This is an optimization exercise on Yosys and OpenROAD, whose aim is small area, not a production implementation. Only simulation tests tie the RTL to the original design; equivalence was not proved. No activity file was given, so power comes from the tool's default toggle rates.

### design.v
`timescale 1ns / 1ps
module ac_timebase(
    input clk, input rst,
    output scan_en, output led_en, output tick
);
    logic [3:0] c0, c1, c2;
    wire c0_9 = c0[3] & c0[0];
    wire c1_9 = c1[3] & c1[0];
    always_ff @(posedge clk) begin
        if (rst) begin
            c0 <= 4'd0; c1 <= 4'd0; c2 <= 4'd0;
        end else begin
            c0 <= c0_9 ? 4'd0 : c0 + 4'd1;
            if (c0_9) c1 <= c1_9 ? 4'd0 : c1 + 4'd1;
            if (c0_9 & c1_9) c2 <= (c2[3] & c2[0]) ? 4'd0 : c2 + 4'd1;
        end
    end
    assign scan_en = c0[2] & ~c0[1] & ~c0[0];                        
    assign led_en  = c0_9 & c1[2] & ~c1[1] & ~c1[0];                 
    assign tick    = c2[2] & c2[0] & ~c2[1] & ~c1[3] & ~c1[2] & ~c1[1] & ~c1[0]
                     & ~c0[3] & ~c0[2] & ~c0[1] & c0[0];             
endmodule
module ac_debounce(
    input clk, input rst, input in_btn, output pulse
);
    logic d1, d2, outb, p1, p2, flag;
    logic [4:0] cnt;
    wire edg = d1 ^ d2;
    always_ff @(posedge clk) begin
        d2 <= d1;        
        p2 <= p1;        
        if (rst) begin
            d1 <= 1'b0; outb <= 1'b0; p1 <= 1'b0; flag <= 1'b0; cnt <= 5'd0;
        end else begin
            d1 <= in_btn;
            outb <= flag ? d2 : outb;
            p1 <= outb;
            flag <= ~edg & (flag | (&cnt));
            cnt <= edg ? 5'd1 : cnt + 5'd1;
        end
    end
    assign pulse = p1 & ~p2;
endmodule
module ac_time(
    input clk, input rst, input amode, input [1:0] pulse, input tick,
    output [5:0] dh, output [6:0] dm, output [6:0] ds, output logic alarm_q
);
    function automatic [6:0] cinc60(input [6:0] m, input ci);    
        logic cu;
        cu = ci & m[3] & m[0];                                   
        cinc60[3:0] = cu ? 4'd0 : m[3:0] + {3'd0, ci};
        cinc60[6:4] = (cu & m[6] & m[4]) ? 3'd0 : m[6:4] + {2'd0, cu};
    endfunction
    function automatic [5:0] cinc24(input [5:0] h, input ci);    
        logic w, cu;
        w  = ci & h[5] & h[1] & h[0];                            
        cu = ci & h[3] & h[0];                                   
        cinc24[3:0] = (cu | w) ? 4'd0 : h[3:0] + {3'd0, ci};
        cinc24[5:4] = w ? 2'd0 : h[5:4] + {1'b0, cu};
    endfunction
    logic [5:0] ch, ah;
    logic [6:0] cm, am, cs;
    assign dh = amode ? ah : ch;
    assign dm = amode ? am : cm;
    assign ds = amode ? 7'd0 : cs;
    wire [5:0] ch_e = cinc24(ch, pulse[1] & ~amode);
    wire [6:0] cm_e = cinc60(cm, pulse[0] & ~amode);
    wire s59  = cs[6] & cs[4] & cs[3] & cs[0];
    wire m59  = cm_e[6] & cm_e[4] & cm_e[3] & cm_e[0];
    always_ff @(posedge clk) begin
        if (rst) begin
            cs <= 7'd0; cm <= 7'd0; ch <= 6'd0;
            am <= 7'd1; ah <= 6'd0;
            alarm_q <= 1'b0;
        end else begin
            cs <= cinc60(cs, tick);
            cm <= cinc60(cm_e, tick & s59);
            ch <= cinc24(ch_e, tick & s59 & m59);
            ah <= cinc24(ah, pulse[1] & amode);
            am <= cinc60(am, pulse[0] & amode);
            alarm_q <= ~amode & (ch == ah) & (cm == am) & (cs == 7'd0);
        end
    end
endmodule
module ac_display(
    input clk, input rst, input scan_en, input mode12,
    input [5:0] dh, input [6:0] dm, input [6:0] ds,
    output [6:0] seg, output dp, output [5:0] an, output pm
);
    wire h_ge13 = dh[5] | (dh[4] & (dh[3] | (dh[1] & dh[0]) | dh[2]));
    assign pm = mode12 & h_ge13;
    logic [5:0] hd;
    always_comb begin
        if (pm) begin
            if (dh[5])       
                hd = {1'b0, dh[1], ~dh[1], 2'b0, dh[0]};
            else             
                hd = {2'b00, dh[3:0] - 4'd2};
        end else
            hd = dh;
    end
    logic [2:0] j;
    always_ff @(posedge clk) begin
        if (rst)          j <= 3'b000;
        else if (scan_en) j <= {j[1:0], ~j[2]};
    end
    wire [5:0] sel;
    assign sel[0] = ~j[2] & ~j[0];
    assign sel[1] = j[0] & ~j[1];
    assign sel[2] = j[1] & ~j[2];
    assign sel[3] = j[2] & j[0];
    assign sel[4] = j[1] & ~j[0];
    assign sel[5] = j[2] & ~j[1];
    wire [3:0] digit = ({4{sel[0]}} & ds[3:0])
                     | ({4{sel[1]}} & {1'b0, ds[6:4]})
                     | ({4{sel[2]}} & dm[3:0])
                     | ({4{sel[3]}} & {1'b0, dm[6:4]})
                     | ({4{sel[4]}} & hd[3:0])
                     | ({4{sel[5]}} & {2'b0, hd[5:4]});
    wire b3 = digit[3], b2 = digit[2], b1 = digit[1], b0 = digit[0];
    wire sa = b3 | b1 | ~(b2 ^ b0);
    wire sb = ~b2 | ~(b1 ^ b0);
    wire sc = b2 | ~b1 | b0;
    wire sd = b3 | (~b2 & ~b0) | (b1 & ~b0) | (~b2 & b1) | (b2 & ~b1 & b0);
    wire se = (~b2 & ~b0) | (b1 & ~b0);
    wire sf = b3 | (~b1 & ~b0) | (b2 & ~b1) | (b2 & ~b0);
    wire sg = b3 | (b2 ^ b1) | (b1 & ~b0);
    assign seg = ~{sa, sb, sc, sd, se, sf, sg};
    assign dp = ~sel[2];
    assign an = ~sel;
endmodule
module ac_led(
    input clk, input rst, input alarm, input led_en, input pm, output [7:0] led
);
    logic lstate;
    logic [5:0] lcnt;
    always_ff @(posedge clk) begin
        if (rst) lstate <= 1'b0;
        else     lstate <= alarm | (lstate & ~(&lcnt));
        if (rst | (led_en & ~lstate)) lcnt <= 6'd0;
        else if (led_en)              lcnt <= lcnt + 6'd1;
    end
    wire [7:0] shift = 8'd1 << lcnt[2:0];
    assign led[7:1] = lstate ? shift[7:1] : 7'd0;
    assign led[0]   = lstate ? shift[0] : pm;
endmodule
module topmodule(
    input CLK100MHZ,
    input CPU_RESETN,
    input [1:0]SW,
    input BTNL, BTNR,
    output CA, CB, CC, CD, CE, CF, CG, DP,
    output [7:0]AN,
    output [7:0]LED
);
    wire clk = CLK100MHZ;
    wire rst = ~CPU_RESETN;
    wire scan_en, led_en, tick, alarm_q, pm;
    wire [1:0] pulse;
    wire [5:0] dh;
    wire [6:0] dm, ds;
    wire [5:0] an;
    ac_timebase u_tb(.clk(clk), .rst(rst), .scan_en(scan_en), .led_en(led_en), .tick(tick));
    ac_debounce u_dl(.clk(clk), .rst(rst), .in_btn(BTNL), .pulse(pulse[1]));
    ac_debounce u_dr(.clk(clk), .rst(rst), .in_btn(BTNR), .pulse(pulse[0]));
    ac_time u_time(.clk(clk), .rst(rst), .amode(SW[1]), .pulse(pulse), .tick(tick),
                   .dh(dh), .dm(dm), .ds(ds), .alarm_q(alarm_q));
    ac_display u_disp(.clk(clk), .rst(rst), .scan_en(scan_en), .mode12(SW[0]),
                      .dh(dh), .dm(dm), .ds(ds),
                      .seg({CA, CB, CC, CD, CE, CF, CG}), .dp(DP), .an(an), .pm(pm));
    assign AN = {an, 2'b11};
    ac_led u_led(.clk(clk), .rst(rst), .alarm(alarm_q), .led_en(led_en), .pm(pm), .led(LED));
endmodule
### flow/run.sh
#!/bin/bash
# Own layout flow: the standard flow, with three changes.
#  1. After the standard synthesis, the combinational logic between the
#     (untouched) flip-flops is re-mapped by ABC with an area-oriented script
#     (deepsyn + area mapping). Flip-flop instances, names and cell types stay
#     exactly as the standard synthesis made them.
#  2. Port buffers are the smallest buffer (buf_1) instead of clkdlybuf4s50_1.
#  3. CTS without dummy loads, with a small buffer list.
# Each tool's output goes to a log file of its own in the work folder.
set -euo pipefail
W=$(pwd)
R=$W/orfs/results/${FLOW_PLATFORM}/topmodule/base
LIB=$FLOW_HOME/platforms/sky130hd/lib/sky130_fd_sc_hd__tt_025C_1v80.lib

bash standard.sh synth > $W/log_1_synth.txt 2>&1

cp $R/1_2_yosys.v $W/synth_standard.v
DU=$(sed -n '/^export DONT_USE_CELLS/,/^$/p' $FLOW_HOME/platforms/sky130hd/config.mk \
     | grep -oE 'sky130_fd_sc_hd__[a-z0-9_]+' | sort -u | sed 's/^/-dont_use /' | tr '\n' ' ')
sed -e "s#@LIB@#$LIB#g" -e "s#@DU@#$DU#g" -e "s#@IN@#$W/synth_standard.v#g" \
    -e "s#@OUT@#$W/synth_reabc.v#g" -e "s#@SCRIPT@#$W/flow/abc_area.script#g" \
    $W/flow/reabc.ys > $W/reabc.ys
yosys -s $W/reabc.ys > $W/log_reabc.txt 2>&1
cp $W/synth_reabc.v $R/1_2_yosys.v
rm -f $R/1_synth.odb $R/1_synth.sdc

bash standard.sh \
    BUFFER_PORTS_ARGS="-buffer_cell sky130_fd_sc_hd__buf_1" \
    CTS_ARGS="${CTS_ARGS_OVERRIDE:--sink_clustering_enable -repair_clock_nets -dont_use_dummy_load -buf_list sky130_fd_sc_hd__clkbuf_8}" \
    finish > $W/log_2_layout.txt 2>&1
### flow/abc_area.script
strash
&get -n
&deepsyn -T 60 -S 1
&put
strash
&get -n
&dch -f
&nf -R 1000
&put
mfs2
strash
&get -n
&dch -f
&nf -R 1000
&put
topo
### flow/reabc.ys
# Re-map the combinational logic of the standard synthesis netlist.
read_liberty -ignore_miss_func @LIB@
read_verilog @IN@
hierarchy -top topmodule
# keep flip-flops and tie cells as they are
blackbox sky130_fd_sc_hd__dfxtp_* sky130_fd_sc_hd__dfrtp_* sky130_fd_sc_hd__dfstp_* sky130_fd_sc_hd__dfbbp_* sky130_fd_sc_hd__dfrbp_* sky130_fd_sc_hd__dfsbp_* sky130_fd_sc_hd__dfxbp_* sky130_fd_sc_hd__edfxtp_* sky130_fd_sc_hd__conb_1
# private names for the combinational cells, so that flattening keeps the
# standard netlist's net names
rename -hide t:sky130_fd_sc_hd__* t:sky130_fd_sc_hd__df* %d t:sky130_fd_sc_hd__conb_1 %d
flatten
opt_clean
tee -o @OUT@.stat_before.txt stat -liberty @LIB@
abc -liberty @LIB@ @DU@ -script @SCRIPT@
opt_clean -purge
splitnets
opt_clean -purge
hilomap -singleton -hicell sky130_fd_sc_hd__conb_1 HI -locell sky130_fd_sc_hd__conb_1 LO
insbuf -buf sky130_fd_sc_hd__buf_1 A X
write_verilog -noattr -nohex -nodec -selected @OUT@.tmp.v
design -reset
read_liberty -lib @LIB@
read_verilog @OUT@.tmp.v
hierarchy -check -top topmodule
tee -o @OUT@.stat_after.txt stat -liberty @LIB@
check -assert -mapped
write_verilog -noattr -nohex -nodec @OUT@
### standard.sh
#!/bin/bash
# synth_recipe.tcl (not shown) runs the flow's synth.tcl, then flattens the netlist and writes it again
# the make line also repeats each setting of config.mk as NAME=value (left out here)
make -C /OpenROAD-flow-scripts/flow DESIGN_CONFIG=/design/flow/config.mk WORK_HOME=/design/flow/orfs CLKGATE_MAP_FILE= SYNTH_SCRIPT=/design/flow/synth_recipe.tcl "${@:-finish}"
### config.mk
export PLATFORM = sky130hd
export DESIGN_NAME = topmodule
export DESIGN_NICKNAME = topmodule
export VERILOG_FILES = /design/flow/design.v
export SDC_FILE = /design/flow/constraint.sdc
export NUM_CORES = 4
export LEC_CHECK = 0
export CAP_MARGIN = 20
export CORE_MARGIN = 2
export CORE_UTILIZATION = 40
export SLEW_MARGIN = 20
### constraint.sdc
create_clock -name core_clock -period 10.0 [get_ports {CLK100MHZ}]
set_input_delay 2.0000 -clock core_clock [delete_from_list [all_inputs] [get_ports {CLK100MHZ}]]
set_output_delay 2.0000 -clock core_clock [all_outputs]
set_load 0.01 [all_outputs]
==> flow_summary_export.csv <==
group,metric,value,unit
critical_path,r2r_start,"u_tb.c0[2]",
cts,h-tree-depth,3,
cells_and_area,final_common_cell,"dfxtp_1",
global_route,antenna_found_initial,0,
global_route,grt_pass1_wl,12400,µm
cells_and_area,area_growth,10.6,%
floorplan,die_area,9340,µm²
synthesis,synthCells,417,
critical_path,cp_data_arrival_time,4.94,ns
cells_and_area,fill_cells,814,
detailed_routing,vias,2972,
flow_run,max-cap-violations,0,
cells_and_area,final_cells,558,
detailed_routing,wire_per_inst,13.2,µm
detailed_routing,ant_nets,0,
cts,insertion_delay,0.35,ns
detailed_routing,drt_wl_total,7360,µm
global_route,track_usage,16.0,%
cells_and_area,drive_gt1_share,2.43,%
critical_path,crit_end,"CA",
critical_path,end_kind,"output pin",
power,switching_share,23.7,%
cts,ctsLongestPathBuffers,2,
floorplan,rows,33,
global_route,grt_pass1_vias,2660,
sta,slew_headroom,56.7,%
cts,holdBufCountCts,0,
cts,root_buffer,"clkbuf_8",
power,p_sw,129,µW
power,power_frac_comb,7.2,%
floorplan,die_x,96.7,µm
cts,ctsResizeCount,0,
critical_path,start_kind,"primary input",
critical_path,rr_worst_depth,15,
detailed_routing,drt_iter0_markers,181,
sta,maxSlewViolCount,0,
placed_design,port_buffers,27,
power,peakVddDrop,0.0595,mV
cts,cts_setup_buffers,0,
sta,fin_crit,6.94,ns
critical_path,r2r_setup_slack,6.89,ns
cts,tritoncts,"yes",
sta,hold_viol_final,0,
placed_design,hpwlAfterDp,5340,µm
floorplan,start_util,41.6,%
sta,holdWs,0.332,ns
floorplan,core_area,8260,µm²
cells_and_area,multi_input_area,1780,µm²
sta,fin_skew,0.0282,ns
critical_path,path_class,"in2out",
critical_path,crit_path_start,"SW[1]",
status,run_status,"timing/DRC/antenna clean",
power,p_leak,0.00136,µW
cells_and_area,seq_area,1560,µm²
sta,rsz0062_at_grt,"no",
critical_path,r2r_end,"u_time.ch[5]",
detailed_routing,dr.pass1.iters,5,
global_route,grt_max_degree,44,
min_path,hp-class,"reg2reg",
cts,cts_inserted_buffers,9,
power,seq_power_share,59.8,%
sta,min_period_over_period,69.4,%
placed_design,dp.cells,549,
cts,clkTransAtPathRegs,0.09,ns
synthesis,synth-warning-count,5,
synthesis,netlist_area,3430,µm²
cells_and_area,post-route-util,46.0,%
floorplan,fp.dieH,96.7,µm
placed_design,globalplace.congestion,0.876,
sta,setup-tns-final,0,ns
power,total_power,543,µW
detailed_routing,drc_errors,0,
synthesis,syn_area_per_cell,8.24,µm²
critical_path,cp.required,8.00,ns
sta,max_slew.worst_pin.slew,0.643,ns
power,p_int,414,µW
cells_and_area,final_cell_mix,"dfxtp_1 (78), nor2_1 (61), nand2_1 (39), a21oi_1 (31), buf_1 (27)",
sta,clock.fmax,0.144,GHz
detailed_routing,viasPerCell,5.33,
global_route,grt_remaining_overflow,0,
cts,cts_sinks,78,
cells_and_area,antenna_cells,0,
critical_path,cp_max_fo,21,
cells_and_area,nets,461,
power,clkPwrFrac,33.0,%
floorplan,io_pins,30,
power,pwr_density_cell,143,nW/µm²
sta,finalSetupViolCount,0,
==> flip-flops by register name, summed over array words and instances (netlist names), 3 cells and up <==
register    cells
u_dr.cnt        5
u_dl.cnt        5
u_led.lcnt      6
u_disp.j        3
u_time.ch       6
u_time.am       7
u_tb.c2         4
u_time.cm       7
u_time.cs       7
u_tb.c0         4
u_tb.c1         4
u_time.ah       6
==> worst min-delay path by stage <==
stage / slack [ns] / start / endpoint / cells after the start
detailed placement: 0.34 / u_dr.p1 / u_dr.p2 / 0
finish: 0.33 / u_dr.p1 / u_dr.p2 / 0
floorplan: 0.32 / u_dr.p1 / u_dr.p2 / 0
CTS: 0.34 / u_dr.p1 / u_dr.p2 / 0
global placement: 0.33 / u_dr.p1 / u_dr.p2 / 0
global route: 0.35 / u_dr.p1 / u_dr.p2 / 0
==> worst max-delay path, stage by stage <==
cell      delay, ns
buf_1          0.07
buf_4          0.24
mux2i_1        0.32
nand2_1        0.08
nor4_1         0.48
and2_0         0.27
xnor2_1        0.09
a221oi_1       0.50
a21oi_1        0.14
nor2b_1        0.19
nor3b_1        0.24
nor2b_1        0.16
buf_1          0.15
==> stage by stage <==
stage | setup slack, ns | area (µm²)
2_1_floorplan | 3.65 | 3440
3_3_place_gp | 3.30 | 3670
3_5_place_dp | 3.11 | 3670
4_1_cts | 3.10 | 3800
5_1_grt | 2.73 | 3800
6_report | 3.06 | 3800
==> area by class of cell <==
| type | count | area share (%) |
|---|---|---|
| Clock buffer | 9 | 3.26 |
| Inverter | 23 | 2.27 |
| Multi-Input combinational cell | 314 | 46.8 |
| Sequential cell | 78 | 41.1 |
| Tap cell | 105 | 3.46 |
| Timing Repair Buffer | 29 | 3.06 |
==> power by group through the flow <==
| stage | Sequential [µW] | Combinational [µW] | Clock (µW) |
|---|---|---|---|
| after CTS | 324 | 39.1 | 186 |
| after detailed placement | 332 | 39.0 | 0 |
| final | 324 | 39.0 | 179 |
| after global routing | 325 | 43.7 | 198 |
| after floorplan | 330 | 27.0 | 0 |
| after global placement | 331 | 38.1 | 0 |
==> routing by layer <==
metal	vias up	wire length [µm]	GRT usage, %	part of all wire [%]
met3	5	446	4.70	6.1
met2	74	3210	24.1	44
met4	0	78	5.63	1.1
met1	1359	3620	22.0	49
li1	1534	-	-	-
met5	-	0	0	0

==> what the ideal ports hide <==
No port has a modelled driver above. Below, the same layout with a new extraction and two added sets of constraints.
Step 1, drivers: a clkbuf_16 drives CLK100MHZ and a buf_2 each remaining input, both assumed.
Step 2 moves the port delays by t, midway between the first and last clock arrival at a register: inputs arrive t later, outputs are due t later. That takes back most of the time a late clock gives input paths.
Slacks: ideal / step 1 / step 2; pairs: ideal / step 1.
t (ns): 0.365
slack for setup (ns): 3.060 / 3.037 / 3.037
slew at the worst register clock pin (ns): 0.09 / 0.09
After both steps setup and hold are still met in this run. For this run, drivers alone change the setup slack by -0.023 ns; drivers and shift together by -0.023 ns.
